What follows belongs to an exercise in optimizing a design on an open flow for small area, a short achievable clock period and few clock cycles; a production flow would make more cautious choices. RTL that was checked went through simulation tests only; none was proved equivalent to the original. No functional check of the RTL was part of run 1.

## flow/design.v (module list and top-level ports; edited modules follow where they fit)
// module mmm_q: 174 lines
// module mmm_fa: 10 lines
// module mmm_ha: 9 lines
// module mmm_r2mm_2n: 10739 lines
module mmm_r2mm_2n
#(
    parameter K = 256
)
(
    input   wire            clk     ,
    input   wire            rst_n   ,
    input   wire [K-1  :0]  x       ,
    input   wire [K-1  :0]  y       ,
    input   wire [K-1  :0]  m       ,
    input   wire            req     ,
    output  wire [K-1  :0]  res     ,
    output  reg             val     
);
  // ...
==> flow/flow/run.sh <==
#!/bin/bash
set -uo pipefail
bash standard.sh SETUP_SLACK_MARGIN=22 finish > standard_flow.log 2>&1
==> flow/standard.sh <==
#!/bin/bash
# synth_recipe.tcl (not shown) runs the flow's synth.tcl, then flattens the netlist and writes it again
# the make line also repeats each setting of config.mk as NAME=value (left out here)
make -C /OpenROAD-flow-scripts/flow DESIGN_CONFIG=/design/flow/config.mk WORK_HOME=/design/flow/orfs CLKGATE_MAP_FILE= SYNTH_SCRIPT=/design/flow/synth_recipe.tcl "${@:-finish}"
==> flow/config.mk <==
export PLATFORM = sky130hd
export DESIGN_NAME = mmm_r2mm_2n
export DESIGN_NICKNAME = mmm_r2mm_2n
export VERILOG_FILES = /design/flow/design.v
export SDC_FILE = /design/flow/constraint.sdc
export NUM_CORES = 8
export LEC_CHECK = 0
export CAP_MARGIN = 20
export CORE_MARGIN = 2
export CORE_UTILIZATION = 50
export SETUP_SLACK_MARGIN = 2
export SLEW_MARGIN = 20
export SYNTH_HIERARCHICAL = 1
export SYNTH_MINIMUM_KEEP_SIZE = 0
export TNS_END_PERCENT = 10
==> flow/constraint.sdc <==
create_clock -name core_clock -period 30.0 [get_ports {clk}]
set_input_delay 6.0000 -clock core_clock [delete_from_list [all_inputs] [get_ports {clk}]]
set_output_delay 6.0000 -clock core_clock [all_outputs]
set_load 0.01 [all_outputs]
==> notes.md, run 1 <==
DR top layer - met5
Reg-to-Reg End - Cr[188]
Overflow after GRT - 0
worst hold-check path type - register to register
Cell Area, Placed - 0.168 sq mm
fill count - 27700
period utilisation layout - 27.6%
# diodes - 34
worst slack, placed - 21.74 ns
reg2reg path depth - 16
outcome - timing/DRC/antenna clean
Hold Path Origin - sel[10]
initial antenna violation count - 79
final net count - 20800
Initial Utilization - 50.2%
Critical Path Source Type - register
TritonCTS clock tree - done
Root Driver - clkbuf_16
DR WL met2 - 247 mm
Synth Area in Compound Gates - 6.24%
critical path peak fanout - 9
post-route setup slack - 21.72 ns
Critical Path AT - 2.28 ns
Fin. Hold Viols - 0
clock skew - 0.0631 ns
==> run 2: changes to the inputs <==
--- a/flow/design.v
+++ b/flow/design.v
@@ -1,182 +1,8 @@
-module mmm_q (
-    input  wire [7:0] sr,
-    input  wire [7:0] cr,
-    input  wire       ci,
-    input  wire [7:0] Minv,
-    input  wire [7:0] Minv3,
-    output wire [7:0] q
-);
-wire q_Sr0_0 = sr[0];
-wire q_Sr0_1 = sr[1] ? (sr[0] ? Minv3[1] : Minv[0]) : (sr[0] ? Minv[1] : 1'b0);
-wire q_Sr0_2 = sr[1] ? (sr[0] ? Minv3[2] : Minv[1]) : (sr[0] ? Minv[2] : 1'b0);
-wire q_Sr0_3 = sr[1] ? (sr[0] ? Minv3[3] : Minv[2]) : (sr[0] ? Minv[3] : 1'b0);
-wire q_Sr0_4 = sr[1] ? (sr[0] ? Minv3[4] : Minv[3]) : (sr[0] ? Minv[4] : 1'b0);
-wire q_Sr0_5 = sr[1] ? (sr[0] ? Minv3[5] : Minv[4]) : (sr[0] ? Minv[5] : 1'b0);
-wire q_Sr0_6 = sr[1] ? (sr[0] ? Minv3[6] : Minv[5]) : (sr[0] ? Minv[6] : 1'b0);
-wire q_Sr0_7 = sr[1] ? (sr[0] ? Minv3[7] : Minv[6]) : (sr[0] ? Minv[7] : 1'b0);
-wire q_Sr1_0 = sr[2];
-wire q_Sr1_1 = sr[3] ? (sr[2] ? Minv3[1] : Minv[0]) : (sr[2] ? Minv[1] : 1'b0);
-wire q_Sr1_2 = sr[3] ? (sr[2] ? Minv3[2] : Minv[1]) : (sr[2] ? Minv[2] : 1'b0);
-wire q_Sr1_3 = sr[3] ? (sr[2] ? Minv3[3] : Minv[2]) : (sr[2] ? Minv[3] : 1'b0);
-wire q_Sr1_4 = sr[3] ? (sr[2] ? Minv3[4] : Minv[3]) : (sr[2] ? Minv[4] : 1'b0);
-wire q_Sr1_5 = sr[3] ? (sr[2] ? Minv3[5] : Minv[4]) : (sr[2] ? Minv[5] : 1'b0);
-wire q_Sr2_0 = sr[4];
-wire q_Sr2_1 = sr[5] ? (sr[4] ? Minv3[1] : Minv[0]) : (sr[4] ? Minv[1] : 1'b0);
-wire q_Sr2_2 = sr[5] ? (sr[4] ? Minv3[2] : Minv[1]) : (sr[4] ? Minv[2] : 1'b0);
-wire q_Sr2_3 = sr[5] ? (sr[4] ? Minv3[3] : Minv[2]) : (sr[4] ? Minv[3] : 1'b0);
-wire q_Sr3_0 = sr[6];
-wire q_Sr3_1 = sr[7] ? (sr[6] ? Minv3[1] : Minv[0]) : (sr[6] ? Minv[1] : 1'b0);
-wire q_Cr0_0 = cr[0];
-wire q_Cr0_1 = cr[1] ? (cr[0] ? Minv3[1] : Minv[0]) : (cr[0] ? Minv[1] : 1'b0);
-wire q_Cr0_2 = cr[1] ? (cr[0] ? Minv3[2] : Minv[1]) : (cr[0] ? Minv[2] : 1'b0);
-wire q_Cr0_3 = cr[1] ? (cr[0] ? Minv3[3] : Minv[2]) : (cr[0] ? Minv[3] : 1'b0);
-wire q_Cr0_4 = cr[1] ? (cr[0] ? Minv3[4] : Minv[3]) : (cr[0] ? Minv[4] : 1'b0);
-wire q_Cr0_5 = cr[1] ? (cr[0] ? Minv3[5] : Minv[4]) : (cr[0] ? Minv[5] : 1'b0);
-wire q_Cr0_6 = cr[1] ? (cr[0] ? Minv3[6] : Minv[5]) : (cr[0] ? Minv[6] : 1'b0);
-wire q_Cr0_7 = cr[1] ? (cr[0] ? Minv3[7] : Minv[6]) : (cr[0] ? Minv[7] : 1'b0);
-wire q_Cr1_0 = cr[2];
-wire q_Cr1_1 = cr[3] ? (cr[2] ? Minv3[1] : Minv[0]) : (cr[2] ? Minv[1] : 1'b0);
-wire q_Cr1_2 = cr[3] ? (cr[2] ? Minv3[2] : Minv[1]) : (cr[2] ? Minv[2] : 1'b0);
-wire q_Cr1_3 = cr[3] ? (cr[2] ? Minv3[3] : Minv[2]) : (cr[2] ? Minv[3] : 1'b0);
-wire q_Cr1_4 = cr[3] ? (cr[2] ? Minv3[4] : Minv[3]) : (cr[2] ? Minv[4] : 1'b0);
-wire q_Cr1_5 = cr[3] ? (cr[2] ? Minv3[5] : Minv[4]) : (cr[2] ? Minv[5] : 1'b0);
-wire q_Cr2_0 = cr[4];
-wire q_Cr2_1 = cr[5] ? (cr[4] ? Minv3[1] : Minv[0]) : (cr[4] ? Minv[1] : 1'b0);
-wire q_Cr2_2 = cr[5] ? (cr[4] ? Minv3[2] : Minv[1]) : (cr[4] ? Minv[2] : 1'b0);
-wire q_Cr2_3 = cr[5] ? (cr[4] ? Minv3[3] : Minv[2]) : (cr[4] ? Minv[3] : 1'b0);
-wire q_Cr3_0 = cr[6];
-wire q_Cr3_1 = cr[7] ? (cr[6] ? Minv3[1] : Minv[0]) : (cr[6] ? Minv[1] : 1'b0);
-wire q_ci0 = ~ci;
-wire q_ci1 = ci ? Minv[0] : Minv[1];
-wire q_ci2 = ci ? Minv[1] : Minv[2];
-wire q_ci3 = ci ? Minv[2] : Minv[3];
-wire q_ci4 = ci ? Minv[3] : Minv[4];
-wire q_ci5 = ci ? Minv[4] : Minv[5];
-wire q_ci6 = ci ? Minv[5] : Minv[6];
-wire q_ci7 = ci ? Minv[6] : Minv[7];
-wire q_hs0, q_hc0;
-mmm_ha u_q_hs0 (.a(q_ci0), .b(q_Sr0_0), .s(q_hs0), .co(q_hc0));
-wire q_s0, q_c0;
-mmm_fa u_q_s0 (.a(q_ci1), .b(q_Sr0_1), .c(q_Cr0_1), .s(q_s0), .co(q_c0));
-wire q_s1, q_c1;
-mmm_fa u_q_s1 (.a(q_ci2), .b(q_Sr0_2), .c(q_Sr1_0), .s(q_s1), .co(q_c1));
-wire q_s2, q_c2;
-mmm_fa u_q_s2 (.a(q_Cr0_2), .b(q_Cr1_0), .c(q_c0), .s(q_s2), .co(q_c2));
-wire q_s3, q_c3;
-mmm_fa u_q_s3 (.a(q_ci3), .b(q_Sr0_3), .c(q_Sr1_1), .s(q_s3), .co(q_c3));
-wire q_s4, q_c4;
-mmm_fa u_q_s4 (.a(q_Cr0_3), .b(q_Cr1_1), .c(q_c1), .s(q_s4), .co(q_c4));
-wire q_hs1, q_hc1;
-mmm_ha u_q_hs1 (.a(q_s3), .b(q_c2), .s(q_hs1), .co(q_hc1));
-wire q_s5, q_c5;
-mmm_fa u_q_s5 (.a(q_ci4), .b(q_Sr0_4), .c(q_Sr1_2), .s(q_s5), .co(q_c5));
-wire q_s6, q_c6;
-mmm_fa u_q_s6 (.a(q_Sr2_0), .b(q_Cr0_4), .c(q_Cr1_2), .s(q_s6), .co(q_c6));
-wire q_s7, q_c7;
-mmm_fa u_q_s7 (.a(q_Cr2_0), .b(q_c3), .c(q_s5), .s(q_s7), .co(q_c7));
-wire q_s8, q_c8;
-mmm_fa u_q_s8 (.a(q_s6), .b(q_c4), .c(q_s7), .s(q_s8), .co(q_c8));
-wire q_s9, q_c9;
-mmm_fa u_q_s9 (.a(q_ci5), .b(q_Sr0_5), .c(q_Sr1_3), .s(q_s9), .co(q_c9));
-wire q_s10, q_c10;
-mmm_fa u_q_s10 (.a(q_Sr2_1), .b(q_Cr0_5), .c(q_Cr1_3), .s(q_s10), .co(q_c10));
-wire q_s11, q_c11;
-mmm_fa u_q_s11 (.a(q_Cr2_1), .b(q_c5), .c(q_c6), .s(q_s11), .co(q_c11));
-wire q_s12, q_c12;
-mmm_fa u_q_s12 (.a(q_s9), .b(q_s10), .c(q_c7), .s(q_s12), .co(q_c12));
-wire q_hs2, q_hc2;
-mmm_ha u_q_hs2 (.a(q_s11), .b(q_c8), .s(q_hs2), .co(q_hc2));
-wire q_s13, q_c13;
-mmm_fa u_q_s13 (.a(q_ci6), .b(q_Sr0_6), .c(q_Sr1_4), .s(q_s13), .co(q_c13));
-wire q_s14, q_c14;
-mmm_fa u_q_s14 (.a(q_Sr2_2), .b(q_Sr3_0), .c(q_Cr0_6), .s(q_s14), .co(q_c14));
-wire q_s15, q_c15;
-mmm_fa u_q_s15 (.a(q_Cr1_4), .b(q_Cr2_2), .c(q_Cr3_0), .s(q_s15), .co(q_c15));
-wire q_s16, q_c16;
-mmm_fa u_q_s16 (.a(q_c9), .b(q_c10), .c(q_s13), .s(q_s16), .co(q_c16));
-wire q_s17, q_c17;
-mmm_fa u_q_s17 (.a(q_s14), .b(q_s15), .c(q_c11), .s(q_s17), .co(q_c17));
-wire q_s18, q_c18;
-mmm_fa u_q_s18 (.a(q_s16), .b(q_c12), .c(q_s17), .s(q_s18), .co(q_c18));
-wire q_s19, q_c19;
-mmm_fa u_q_s19 (.a(q_ci7), .b(q_Sr0_7), .c(q_Sr1_5), .s(q_s19), .co(q_c19));
-wire q_s20, q_c20;
-mmm_fa u_q_s20 (.a(q_Sr2_3), .b(q_Sr3_1), .c(q_Cr0_7), .s(q_s20), .co(q_c20));
-wire q_s21, q_c21;
-mmm_fa u_q_s21 (.a(q_Cr1_5), .b(q_Cr2_3), .c(q_Cr3_1), .s(q_s21), .co(q_c21));
-wire q_s22, q_c22;
-mmm_fa u_q_s22 (.a(q_c13), .b(q_c14), .c(q_c15), .s(q_s22), .co(q_c22));
-wire q_s23, q_c23;
-mmm_fa u_q_s23 (.a(q_s19), .b(q_s20), .c(q_s21), .s(q_s23), .co(q_c23));
-wire q_s24, q_c24;
-mmm_fa u_q_s24 (.a(q_c16), .b(q_s22), .c(q_s23), .s(q_s24), .co(q_c24));
-wire q_hs3, q_hc3;
-mmm_ha u_q_hs3 (.a(q_c17), .b(q_s24), .s(q_hs3), .co(q_hc3));
-wire qa_g0 = q_Cr0_0 & q_hs0;
-wire qa_p0 = q_Cr0_0 ^ q_hs0;
-wire qa_g1 = q_hc0 & q_s0;
-wire qa_p1 = q_hc0 ^ q_s0;
-wire qa_g2 = q_s1 & q_s2;
-wire qa_p2 = q_s1 ^ q_s2;
-wire qa_g3 = q_s4 & q_hs1;
-wire qa_p3 = q_s4 ^ q_hs1;
-wire qa_g4 = q_hc1 & q_s8;
-wire qa_p4 = q_hc1 ^ q_s8;
-wire qa_g5 = q_s12 & q_hs2;
-wire qa_p5 = q_s12 ^ q_hs2;
-wire qa_g6 = q_hc2 & q_s18;
-wire qa_p6 = q_hc2 ^ q_s18;
-wire qa_g7 = q_c18 & q_hs3;
-wire qa_p7 = q_c18 ^ q_hs3;
-wire qa_G1 = qa_g7 | (qa_p7 & qa_g6);
-wire qa_P1 = qa_p7 & qa_p6;
-wire qa_G2 = qa_g6 | (qa_p6 & qa_g5);
-wire qa_P2 = qa_p6 & qa_p5;
-wire qa_G3 = qa_g5 | (qa_p5 & qa_g4);
-wire qa_P3 = qa_p5 & qa_p4;
-wire qa_G4 = qa_g4 | (qa_p4 & qa_g3);
-wire qa_P4 = qa_p4 & qa_p3;
-wire qa_G5 = qa_g3 | (qa_p3 & qa_g2);
-wire qa_P5 = qa_p3 & qa_p2;
-wire qa_G6 = qa_g2 | (qa_p2 & qa_g1);
-wire qa_P6 = qa_p2 & qa_p1;
-wire qa_G7 = qa_g1 | (qa_p1 & qa_g0);
-wire qa_P7 = qa_p1 & qa_p0;
-wire qa_G8 = qa_G1 | (qa_P1 & qa_G3);
-wire qa_P8 = qa_P1 & qa_P3;
-wire qa_G9 = qa_G2 | (qa_P2 & qa_G4);
-wire qa_P9 = qa_P2 & qa_P4;
-wire qa_G10 = qa_G3 | (qa_P3 & qa_G5);
-wire qa_P10 = qa_P3 & qa_P5;
-wire qa_G11 = qa_G4 | (qa_P4 & qa_G6);
-wire qa_P11 = qa_P4 & qa_P6;
-wire qa_G12 = qa_G5 | (qa_P5 & qa_G7);
-wire qa_P12 = qa_P5 & qa_P7;
-wire qa_G13 = qa_G6 | (qa_P6 & qa_g0);
-wire qa_P13 = qa_P6 & qa_p0;
-wire qa_G14 = qa_G8 | (qa_P8 & qa_G12);
-wire qa_P14 = qa_P8 & qa_P12;
-wire qa_G15 = qa_G9 | (qa_P9 & qa_G13);
-wire qa_P15 = qa_P9 & qa_P13;
-wire qa_G16 = qa_G10 | (qa_P10 & qa_G7);
-wire qa_P16 = qa_P10 & qa_P7;
-wire qa_G17 = qa_G11 | (qa_P11 & qa_g0);
-wire qa_P17 = qa_P11 & qa_p0;
-wire qa_sum0 = qa_p0;
-wire qa_sum1 = qa_p1 ^ qa_g0;
-wire qa_sum2 = qa_p2 ^ qa_G7;
-wire qa_sum3 = qa_p3 ^ qa_G13;
-wire qa_sum4 = qa_p4 ^ qa_G12;
-wire qa_sum5 = qa_p5 ^ qa_G17;
-wire qa_sum6 = qa_p6 ^ qa_G16;
-wire qa_sum7 = qa_p7 ^ qa_G15;
-assign q = {qa_sum7, qa_sum6, qa_sum5, qa_sum4, qa_sum3, qa_sum2, qa_sum1, qa_sum0};
-endmodule
 module mmm_fa (
     input  wire a,
     input  wire b,
     input  wire c,
     output wire s,
     output wire co
 );
 assign s  = a ^ b ^ c;
@@ -349,43 +175,197 @@
     7'd124: begin inv_t = 8'd73; inv3_t = 8'd219; end
     7'd125: begin inv_t = 8'd51; inv3_t = 8'd153; end
     7'd126: begin inv_t = 8'd85; inv3_t = 8'd255; end
     7'd127: begin inv_t = 8'd255; inv3_t = 8'd253; end
     default: begin inv_t = {KD{1'b0}}; inv3_t = {KD{1'b0}}; end
     endcase
 end
 always @(posedge clk) begin Minv <= inv_t; Minv3 <= inv3_t; end
-wire [KD-1:0] q_0;
-mmm_q u_q0 (.sr(Sr[KD-1:0]), .cr(Cr[KD-1:0]), .ci(cinr), .Minv(Minv), .Minv3(Minv3), .q(q_0));
-wire [KD-1:0] q_1;
-mmm_q u_q1 (.sr(Sr[KD-1:0]), .cr(Cr[KD-1:0]), .ci(cinr), .Minv(Minv), .Minv3(Minv3), .q(q_1));
-wire [KD-1:0] q_2;
-mmm_q u_q2 (.sr(Sr[KD-1:0]), .cr(Cr[KD-1:0]), .ci(cinr), .Minv(Minv), .Minv3(Minv3), .q(q_2));
-wire [KD-1:0] q_3;
-mmm_q u_q3 (.sr(Sr[KD-1:0]), .cr(Cr[KD-1:0]), .ci(cinr), .Minv(Minv), .Minv3(Minv3), .q(q_3));
+wire q_Sr0_0 = Sr[0];
+wire q_Sr0_1 = Sr[1] ? (Sr[0] ? Minv3[1] : Minv[0]) : (Sr[0] ? Minv[1] : 1'b0);
+wire q_Sr0_2 = Sr[1] ? (Sr[0] ? Minv3[2] : Minv[1]) : (Sr[0] ? Minv[2] : 1'b0);
+wire q_Sr0_3 = Sr[1] ? (Sr[0] ? Minv3[3] : Minv[2]) : (Sr[0] ? Minv[3] : 1'b0);
+wire q_Sr0_4 = Sr[1] ? (Sr[0] ? Minv3[4] : Minv[3]) : (Sr[0] ? Minv[4] : 1'b0);
+wire q_Sr0_5 = Sr[1] ? (Sr[0] ? Minv3[5] : Minv[4]) : (Sr[0] ? Minv[5] : 1'b0);
+wire q_Sr0_6 = Sr[1] ? (Sr[0] ? Minv3[6] : Minv[5]) : (Sr[0] ? Minv[6] : 1'b0);
+wire q_Sr0_7 = Sr[1] ? (Sr[0] ? Minv3[7] : Minv[6]) : (Sr[0] ? Minv[7] : 1'b0);
+wire q_Sr1_0 = Sr[2];
+wire q_Sr1_1 = Sr[3] ? (Sr[2] ? Minv3[1] : Minv[0]) : (Sr[2] ? Minv[1] : 1'b0);
+wire q_Sr1_2 = Sr[3] ? (Sr[2] ? Minv3[2] : Minv[1]) : (Sr[2] ? Minv[2] : 1'b0);
+wire q_Sr1_3 = Sr[3] ? (Sr[2] ? Minv3[3] : Minv[2]) : (Sr[2] ? Minv[3] : 1'b0);
+wire q_Sr1_4 = Sr[3] ? (Sr[2] ? Minv3[4] : Minv[3]) : (Sr[2] ? Minv[4] : 1'b0);
+wire q_Sr1_5 = Sr[3] ? (Sr[2] ? Minv3[5] : Minv[4]) : (Sr[2] ? Minv[5] : 1'b0);
+wire q_Sr2_0 = Sr[4];
+wire q_Sr2_1 = Sr[5] ? (Sr[4] ? Minv3[1] : Minv[0]) : (Sr[4] ? Minv[1] : 1'b0);
+wire q_Sr2_2 = Sr[5] ? (Sr[4] ? Minv3[2] : Minv[1]) : (Sr[4] ? Minv[2] : 1'b0);
+wire q_Sr2_3 = Sr[5] ? (Sr[4] ? Minv3[3] : Minv[2]) : (Sr[4] ? Minv[3] : 1'b0);
+wire q_Sr3_0 = Sr[6];
+wire q_Sr3_1 = Sr[7] ? (Sr[6] ? Minv3[1] : Minv[0]) : (Sr[6] ? Minv[1] : 1'b0);
+wire q_Cr0_0 = Cr[0];
+wire q_Cr0_1 = Cr[1] ? (Cr[0] ? Minv3[1] : Minv[0]) : (Cr[0] ? Minv[1] : 1'b0);
+wire q_Cr0_2 = Cr[1] ? (Cr[0] ? Minv3[2] : Minv[1]) : (Cr[0] ? Minv[2] : 1'b0);
+wire q_Cr0_3 = Cr[1] ? (Cr[0] ? Minv3[3] : Minv[2]) : (Cr[0] ? Minv[3] : 1'b0);
+wire q_Cr0_4 = Cr[1] ? (Cr[0] ? Minv3[4] : Minv[3]) : (Cr[0] ? Minv[4] : 1'b0);
+wire q_Cr0_5 = Cr[1] ? (Cr[0] ? Minv3[5] : Minv[4]) : (Cr[0] ? Minv[5] : 1'b0);
+wire q_Cr0_6 = Cr[1] ? (Cr[0] ? Minv3[6] : Minv[5]) : (Cr[0] ? Minv[6] : 1'b0);
+wire q_Cr0_7 = Cr[1] ? (Cr[0] ? Minv3[7] : Minv[6]) : (Cr[0] ? Minv[7] : 1'b0);
+wire q_Cr1_0 = Cr[2];
+wire q_Cr1_1 = Cr[3] ? (Cr[2] ? Minv3[1] : Minv[0]) : (Cr[2] ? Minv[1] : 1'b0);
+wire q_Cr1_2 = Cr[3] ? (Cr[2] ? Minv3[2] : Minv[1]) : (Cr[2] ? Minv[2] : 1'b0);
+wire q_Cr1_3 = Cr[3] ? (Cr[2] ? Minv3[3] : Minv[2]) : (Cr[2] ? Minv[3] : 1'b0);
+wire q_Cr1_4 = Cr[3] ? (Cr[2] ? Minv3[4] : Minv[3]) : (Cr[2] ? Minv[4] : 1'b0);
+wire q_Cr1_5 = Cr[3] ? (Cr[2] ? Minv3[5] : Minv[4]) : (Cr[2] ? Minv[5] : 1'b0);
+wire q_Cr2_0 = Cr[4];
+wire q_Cr2_1 = Cr[5] ? (Cr[4] ? Minv3[1] : Minv[0]) : (Cr[4] ? Minv[1] : 1'b0);
+wire q_Cr2_2 = Cr[5] ? (Cr[4] ? Minv3[2] : Minv[1]) : (Cr[4] ? Minv[2] : 1'b0);
+wire q_Cr2_3 = Cr[5] ? (Cr[4] ? Minv3[3] : Minv[2]) : (Cr[4] ? Minv[3] : 1'b0);
+wire q_Cr3_0 = Cr[6];
+wire q_Cr3_1 = Cr[7] ? (Cr[6] ? Minv3[1] : Minv[0]) : (Cr[6] ? Minv[1] : 1'b0);
+wire q_ci0 = ~cinr;
+wire q_ci1 = cinr ? Minv[0] : Minv[1];
+wire q_ci2 = cinr ? Minv[1] : Minv[2];
+wire q_ci3 = cinr ? Minv[2] : Minv[3];
+wire q_ci4 = cinr ? Minv[3] : Minv[4];
+wire q_ci5 = cinr ? Minv[4] : Minv[5];
+wire q_ci6 = cinr ? Minv[5] : Minv[6];
+wire q_ci7 = cinr ? Minv[6] : Minv[7];
+wire q_hs0, q_hc0;
+mmm_ha u_q_hs0 (.a(q_ci0), .b(q_Sr0_0), .s(q_hs0), .co(q_hc0));
+wire q_s0, q_c0;
+mmm_fa u_q_s0 (.a(q_ci1), .b(q_Sr0_1), .c(q_Cr0_1), .s(q_s0), .co(q_c0));
+wire q_s1, q_c1;
+mmm_fa u_q_s1 (.a(q_ci2), .b(q_Sr0_2), .c(q_Sr1_0), .s(q_s1), .co(q_c1));
+wire q_s2, q_c2;
+mmm_fa u_q_s2 (.a(q_Cr0_2), .b(q_Cr1_0), .c(q_c0), .s(q_s2), .co(q_c2));
+wire q_s3, q_c3;
+mmm_fa u_q_s3 (.a(q_ci3), .b(q_Sr0_3), .c(q_Sr1_1), .s(q_s3), .co(q_c3));
+wire q_s4, q_c4;
+mmm_fa u_q_s4 (.a(q_Cr0_3), .b(q_Cr1_1), .c(q_c1), .s(q_s4), .co(q_c4));
+wire q_hs1, q_hc1;
+mmm_ha u_q_hs1 (.a(q_s3), .b(q_c2), .s(q_hs1), .co(q_hc1));
+wire q_s5, q_c5;
+mmm_fa u_q_s5 (.a(q_ci4), .b(q_Sr0_4), .c(q_Sr1_2), .s(q_s5), .co(q_c5));
+wire q_s6, q_c6;
+mmm_fa u_q_s6 (.a(q_Sr2_0), .b(q_Cr0_4), .c(q_Cr1_2), .s(q_s6), .co(q_c6));
+wire q_s7, q_c7;
+mmm_fa u_q_s7 (.a(q_Cr2_0), .b(q_c3), .c(q_s5), .s(q_s7), .co(q_c7));
+wire q_s8, q_c8;
+mmm_fa u_q_s8 (.a(q_s6), .b(q_c4), .c(q_s7), .s(q_s8), .co(q_c8));
+wire q_s9, q_c9;
+mmm_fa u_q_s9 (.a(q_ci5), .b(q_Sr0_5), .c(q_Sr1_3), .s(q_s9), .co(q_c9));
+wire q_s10, q_c10;
+mmm_fa u_q_s10 (.a(q_Sr2_1), .b(q_Cr0_5), .c(q_Cr1_3), .s(q_s10), .co(q_c10));
+wire q_s11, q_c11;
+mmm_fa u_q_s11 (.a(q_Cr2_1), .b(q_c5), .c(q_c6), .s(q_s11), .co(q_c11));
+wire q_s12, q_c12;
+mmm_fa u_q_s12 (.a(q_s9), .b(q_s10), .c(q_c7), .s(q_s12), .co(q_c12));
+wire q_hs2, q_hc2;
+mmm_ha u_q_hs2 (.a(q_s11), .b(q_c8), .s(q_hs2), .co(q_hc2));
+wire q_s13, q_c13;
+mmm_fa u_q_s13 (.a(q_ci6), .b(q_Sr0_6), .c(q_Sr1_4), .s(q_s13), .co(q_c13));
+wire q_s14, q_c14;
+mmm_fa u_q_s14 (.a(q_Sr2_2), .b(q_Sr3_0), .c(q_Cr0_6), .s(q_s14), .co(q_c14));
+wire q_s15, q_c15;
+mmm_fa u_q_s15 (.a(q_Cr1_4), .b(q_Cr2_2), .c(q_Cr3_0), .s(q_s15), .co(q_c15));
+wire q_s16, q_c16;
+mmm_fa u_q_s16 (.a(q_c9), .b(q_c10), .c(q_s13), .s(q_s16), .co(q_c16));
+wire q_s17, q_c17;
+mmm_fa u_q_s17 (.a(q_s14), .b(q_s15), .c(q_c11), .s(q_s17), .co(q_c17));
+wire q_s18, q_c18;
+mmm_fa u_q_s18 (.a(q_s16), .b(q_c12), .c(q_s17), .s(q_s18), .co(q_c18));
+wire q_s19, q_c19;
+mmm_fa u_q_s19 (.a(q_ci7), .b(q_Sr0_7), .c(q_Sr1_5), .s(q_s19), .co(q_c19));
+wire q_s20, q_c20;
+mmm_fa u_q_s20 (.a(q_Sr2_3), .b(q_Sr3_1), .c(q_Cr0_7), .s(q_s20), .co(q_c20));
+wire q_s21, q_c21;
+mmm_fa u_q_s21 (.a(q_Cr1_5), .b(q_Cr2_3), .c(q_Cr3_1), .s(q_s21), .co(q_c21));
+wire q_s22, q_c22;
+mmm_fa u_q_s22 (.a(q_c13), .b(q_c14), .c(q_c15), .s(q_s22), .co(q_c22));
+wire q_s23, q_c23;
+mmm_fa u_q_s23 (.a(q_s19), .b(q_s20), .c(q_s21), .s(q_s23), .co(q_c23));
+wire q_s24, q_c24;
+mmm_fa u_q_s24 (.a(q_c16), .b(q_s22), .c(q_s23), .s(q_s24), .co(q_c24));
+wire q_hs3, q_hc3;
+mmm_ha u_q_hs3 (.a(q_c17), .b(q_s24), .s(q_hs3), .co(q_hc3));
+wire qa_g0 = q_Cr0_0 & q_hs0;
+wire qa_p0 = q_Cr0_0 ^ q_hs0;
+wire qa_g1 = q_hc0 & q_s0;
+wire qa_p1 = q_hc0 ^ q_s0;
+wire qa_g2 = q_s1 & q_s2;
+wire qa_p2 = q_s1 ^ q_s2;
+wire qa_g3 = q_s4 & q_hs1;
+wire qa_p3 = q_s4 ^ q_hs1;
+wire qa_g4 = q_hc1 & q_s8;
+wire qa_p4 = q_hc1 ^ q_s8;
+wire qa_g5 = q_s12 & q_hs2;
+wire qa_p5 = q_s12 ^ q_hs2;
+wire qa_g6 = q_hc2 & q_s18;
+wire qa_p6 = q_hc2 ^ q_s18;
+wire qa_g7 = q_c18 & q_hs3;
+wire qa_p7 = q_c18 ^ q_hs3;
+wire qa_G1 = qa_g7 | (qa_p7 & qa_g6);
+wire qa_P1 = qa_p7 & qa_p6;
+wire qa_G2 = qa_g6 | (qa_p6 & qa_g5);
+wire qa_P2 = qa_p6 & qa_p5;
+wire qa_G3 = qa_g5 | (qa_p5 & qa_g4);
+wire qa_P3 = qa_p5 & qa_p4;
+wire qa_G4 = qa_g4 | (qa_p4 & qa_g3);
+wire qa_P4 = qa_p4 & qa_p3;
+wire qa_G5 = qa_g3 | (qa_p3 & qa_g2);
+wire qa_P5 = qa_p3 & qa_p2;
+wire qa_G6 = qa_g2 | (qa_p2 & qa_g1);
+wire qa_P6 = qa_p2 & qa_p1;
+wire qa_G7 = qa_g1 | (qa_p1 & qa_g0);
+wire qa_P7 = qa_p1 & qa_p0;
+wire qa_G8 = qa_G1 | (qa_P1 & qa_G3);
+wire qa_P8 = qa_P1 & qa_P3;
+wire qa_G9 = qa_G2 | (qa_P2 & qa_G4);
+wire qa_P9 = qa_P2 & qa_P4;
+wire qa_G10 = qa_G3 | (qa_P3 & qa_G5);
+wire qa_P10 = qa_P3 & qa_P5;
+wire qa_G11 = qa_G4 | (qa_P4 & qa_G6);
+wire qa_P11 = qa_P4 & qa_P6;
+wire qa_G12 = qa_G5 | (qa_P5 & qa_G7);
+wire qa_P12 = qa_P5 & qa_P7;
+wire qa_G13 = qa_G6 | (qa_P6 & qa_g0);
+wire qa_P13 = qa_P6 & qa_p0;
+wire qa_G14 = qa_G8 | (qa_P8 & qa_G12);
+wire qa_P14 = qa_P8 & qa_P12;
+wire qa_G15 = qa_G9 | (qa_P9 & qa_G13);
+wire qa_P15 = qa_P9 & qa_P13;
+wire qa_G16 = qa_G10 | (qa_P10 & qa_G7);
+wire qa_P16 = qa_P10 & qa_P7;
+wire qa_G17 = qa_G11 | (qa_P11 & qa_g0);
+wire qa_P17 = qa_P11 & qa_p0;
+wire qa_sum0 = qa_p0;
+wire qa_sum1 = qa_p1 ^ qa_g0;
+wire qa_sum2 = qa_p2 ^ qa_G7;
+wire qa_sum3 = qa_p3 ^ qa_G13;
+wire qa_sum4 = qa_p4 ^ qa_G12;
+wire qa_sum5 = qa_p5 ^ qa_G17;
+wire qa_sum6 = qa_p6 ^ qa_G16;
+wire qa_sum7 = qa_p7 ^ qa_G15;
+wire [KD-1:0] q = {qa_sum7, qa_sum6, qa_sum5, qa_sum4, qa_sum3, qa_sum2, qa_sum1, qa_sum0};
 integer i;
 reg [KD-1:0] xn;
 always @* begin
     xn = {KD{1'b0}};
     for (i = 0; i < 32; i = i + 1) xn = xn | ({KD{sel[i]}} & x[i*KD +: KD]);
 end
 always @(posedge clk) Xd <= xn;
 always @(posedge clk) begin
     if (start) sel <= {{30{1'b0}}, 2'b10};
     else if (it) sel <= {sel[30:0], 1'b0};
     else sel <= {{31{1'b0}}, 1'b1};
 end
 wire [2047:0] pq, px;
 genvar gj;
 generate for (gj = 0; gj < KD; gj = gj + 1) begin : g_pp
-    assign pq[gj*256+0 +: 64] = ~({64{q_0[gj]}} & Mr[63:0]);
-    assign pq[gj*256+64 +: 64] = ~({64{q_1[gj]}} & Mr[127:64]);
-    assign pq[gj*256+128 +: 64] = ~({64{q_2[gj]}} & Mr[191:128]);
-    assign pq[gj*256+192 +: 64] = ~({64{q_3[gj]}} & Mr[255:192]);
+    assign pq[gj*256 +: 256] = ~({256{q[gj]}}  & Mr);
     assign px[gj*256 +: 256] = ~({256{Xd[gj]}} & Yr);
 end endgenerate
 wire t_s0, t_c0;
 mmm_fa u_t_s0 (.a(Sr[0]), .b(Cr[0]), .c(cinr), .s(t_s0), .co(t_c0));
 wire t_s1, t_c1;
 mmm_fa u_t_s1 (.a(Sr[1]), .b(Cr[1]), .c(t_c0), .s(t_s1), .co(t_c1));
 wire t_hs0 = ~(t_s1 ^ pq[1]);
 wire t_hc0 = t_s1 | pq[1];
==> flow/run.sh (new file) <==
#!/bin/bash
# synth_recipe.tcl (not shown) runs the flow's synth.tcl, then flattens the netlist and writes it again
# the make line also repeats each setting of config.mk as NAME=value (left out here)
make -C /OpenROAD-flow-scripts/flow DESIGN_CONFIG=/design/flow/config.mk WORK_HOME=/design/flow/orfs CLKGATE_MAP_FILE= SYNTH_SCRIPT=/design/flow/synth_recipe.tcl finish
--- a/flow/config.mk
+++ b/flow/config.mk
@@ -7,9 +7,8 @@
 export LEC_CHECK = 0
 export CAP_MARGIN = 20
 export CORE_MARGIN = 2
 export CORE_UTILIZATION = 50
 export SETUP_SLACK_MARGIN = 2
 export SLEW_MARGIN = 20
 export SYNTH_HIERARCHICAL = 1
 export SYNTH_MINIMUM_KEEP_SIZE = 0
-export TNS_END_PERCENT = 10
removed: flow/flow/run.sh
removed: flow/standard.sh
==> run 2 against run 1 <==
Effect of this change: worst hold slack better by 0.059 ns; core utilization about the same; critical path depth unchanged; final area shrank 3.7%; highest routed layer unchanged; non-clock buffer count down 71; wire length down 3.6%.
==> notes.md, run 2 <==
outcome - timing/DRC/antenna clean
worst hold-check path type - register to register
initial antenna violation count - 44 (-44%)
placed cells - 18700
number of port buffers - 1027
CP max stage cell - dfxtp_1
DR top layer - met5
Distinct cells, synth - 74
Yosys top cell by area - fa_1
# IOs - 1028
largest net degree at the start of global routing - 166
GP Congestion - 0.965
vias in the first global route - 124000
multi-input combinational cell area - 0.123 sq mm
TritonCTS clock tree - done
Post-synth EDFFs - 0
M1 WL - 222 mm
Via density - 5.98
most common cell after layout, fill and taps aside - nand2_1
Initial Utilization - 50.3% (+0.092 points)
clk buf depth - 4
Fin. Hold Viols - 0 (unchanged)
#FFs+latches synth - 1101
Critical Path AT - 2.51 ns (+0.23 ns)
wirelength, routed - 544 mm
dpl hpwl - 415 mm
fill count - 26500 (-4.2%)
critical path peak fanout - 9 (unchanged)
via count - 114000
clock skew - 0.0611 ns (-0.00198 ns)
Setup Fix Bufs, Post-CTS - 0
Final Util - 55.9%
top flop regs - Cr (264), Sr (264)
die height - 553 um
top post-synthesis cells by area - fa_1 56%, dfxtp_1 15%, nand2_1 13%, ha_1 2.4%, clkbuf_1 2.0%
Overflow after GRT - 0 (unchanged)
antenna viol nets, final - 0
cell area after synthesis - 0.151 sq mm
routed wl met3 - 58.4 mm
final net count - 20200 (-3.0%)
first-pass GRT wire length - 823 mm
WHS Path Cells - 1
Finished Layout Cells - 19000
drt drc - 0
cts hold-fix bufs - 0
Chip Width - 553 um
worst slew pin tran - 1.24 ns
final worst path period need - 8.51 ns
CP Buf/Inv Count - 1
die area - 0.306 sq mm
drt wl/cell - 28.7 um
main flop type after synthesis - dfxtp_1
Hold Path Origin - cnt[4]
fin area - 0.167 sq mm
Reg-to-Reg End - Cr[51]
DRT iter0 DRCs - 10400
CP delay by family, top - flip-flops
DR WL met2 - 244 mm (-1.1%)
register area share after synthesis - 14.7%
Mapped Cells - 14900
cells along the critical path - clkdlybuf4s50_1
site row count - 201
critical path endpoint category - output pin
Root Driver - clkbuf_16
htree depth - 4
R2R Setup Slk - 21.50 ns
clk sinks - 1101
most frequent cells in the layout - 5245 x nand2_1, 4238 x fa_1, 1086 x dfxtp_1, 1027 x clkdlybuf4s50_1, 432 x a21oi_1
Max Clock Freq - 118 MHz
Setup TNS - 0 ns
Syn. warnings - 14
reg2reg path depth - 16 (unchanged)
share of the synthesized area in the top cell type - 56.3%
Area growth, synth to finish - 11.1%
Slew headroom - 17.2%
worst setup path class - register to output pin
max-slew violation count - 0
final setup violation count - 0
RSZ-0062 raised after global routing - no
Async S/R FF share, synth - 0.636%
Worst EP required - 24.00 ns
Critical Path Source Type - register
floorplan core area - 0.300 sq mm
Worst-path clk slew - 0.06 ns
Pre-Repair DR Iteration Count - 6
Cell Area, Placed - 0.162 sq mm (-3.6%)
total CTS buffers - 155
most numerous cell in the Yosys netlist - nand2_1
commonest cells in the synthesized netlist - 5245 x nand2_1, 4240 x fa_1, 1094 x dfxtp_1
layout cells sized above 1 - 2.76%
total of max-cap violations - 0
period utilisation layout - 28.4% (+0.76 points)
Syn Area/Cell - 10.1 sq um
Reg area - 0.0221 sq mm
Worst R2R Start - Xd[3]
post-CTS sizing - 0
Clk Latency, worst-skew pair - 0.88 ns
Worst path max stage delay - 0.95 ns
Hold EP - cnt[4]
Total Routing Usage GR - 36.2%
run 2: cell types whose count changed after synthesis, moves of 24 or more:
cell / before / now
buf_2: 24 / 0
a22o_1: 124 / 18
nand2_1: 5271 / 5245
buf_4: 36 / 0
a21o_1: 72 / 47
mux2_2: 154 / 8
ha_1: 327 / 294
buf_1: 482 / 506
fa_1: 4318 / 4240
clkbuf_1: 820 / 791
run 2: stage by stage:
step                hold WS (ns)  worst slack (ns)
CTS                        0.508             21.52
global route               0.538             21.39
global placement           0.488             21.86
finish                     0.516             21.49
detailed placement         0.493             21.73
floorplan                  0.329             22.91
run 2: worst max path at each step:
stage	startpoint	to	slack (ns)	cells past startpoint
3_3_place_gp	Xd[3]	Cr[103]	21.86	16
6_report	Yr[129]	res[129]	21.49	1
4_1_cts	Yr[19]	res[19]	21.52	1
3_5_place_dp	Xd[3]	Cr[96]	21.73	16
2_1_floorplan	x[152]	Xd[0]	22.91	4
5_1_grt	Sr[0]	Sr[249]	21.39	21
run 2: cells by family (layout without fill, tap and decap cells):
kind of cell	count (synthesis)	after routing	share of synthesized area, %
flops	1101	1101	14.7
mux	27	27	0.186
buf+inv	1664	1769	4.14
simple gates	6055	6055	15.7
other cells	1	26	0.00249
fa+ha+maj	4534	4534	58.8
xor+xnor	149	149	0.866
compound gates	1383	1383	5.72
run 2: final cells by class:
| type | count | share of cell area (%) |
|---|---|---|
| clock buffers | 212 | 2.66 |
| inverters | 367 | 0.823 |
| repair buffers | 1129 | 6.68 |
| well taps | 3958 | 2.96 |
| clock inverters | 61 | 0.486 |
| multi-input cells | 12100 | 73.2 |
| diodes | 25 | 0.0374 |
| flip-flops and latches | 1101 | 13.2 |
run 2: worst register-to-register path: stages (launching register included):
cell and delay (ns):
dfxtp_4 0.61, buf_4 0.77, buf_4 0.93, buf_4 0.93, nand2_1 0.36, fa_1 0.43
fa_1 0.47, fa_1 0.46, fa_1 0.53, fa_1 0.45, fa_1 0.43, fa_1 0.48
fa_1 0.39, fa_1 0.53, fa_1 0.41, nand2_1 0.07, nand3_1 0.08
run 2: modules after synthesis (local to each module, per instance):
module       flip-flops and latches  cell area (sq um)
mmm_r2mm_2n                    1101              68400
mmm_fa                            0               20.0
mmm_ha                            0               12.5
run 2: metal layers:
| metal | up-vias | GRT usage (%) |
|---|---|---|
| li1 | 46200 | - |
| met1 | 60500 | 50.3 |
| met2 | 6139 | 54.5 |
| met3 | 909 | 10.7 |
| met4 | 20 | 12.4 |
| met5 | - | 0 |
Testbench counts of run 2, summed over its fixed seeds: cycles 34,568.

## what the ideal ports hide
The flow's constraints put no driver on any port. The routed layouts listed below were extracted and timed again, unchanged, in two steps.
Step 1: set_driving_cell puts a clkbuf_16 on clk and a buf_2 on each other input, an assumption about the parent block.
Step 2 times the ports against the registers' clock, not the clock port: input delays grow and output delays shrink by t, the midpoint of the rising clock arrivals with the driver on.
Slacks: ideal / step 1 / step 2; pairs: ideal / step 1.
run	t (ns)	slack for setup (ns)	hold slack, ns	clock arrival spread, ns	cell pins on the clock port's net
run 1	0.968	21.721 / 21.605 / 21.767	0.457 / 0.457 / 0.457	0.063 / 0.064	1
run 2	0.949	21.493 / 21.394 / 21.503	0.516 / 0.516 / 0.516	0.063 / 0.063	1
After both steps every run listed still meets setup and hold.
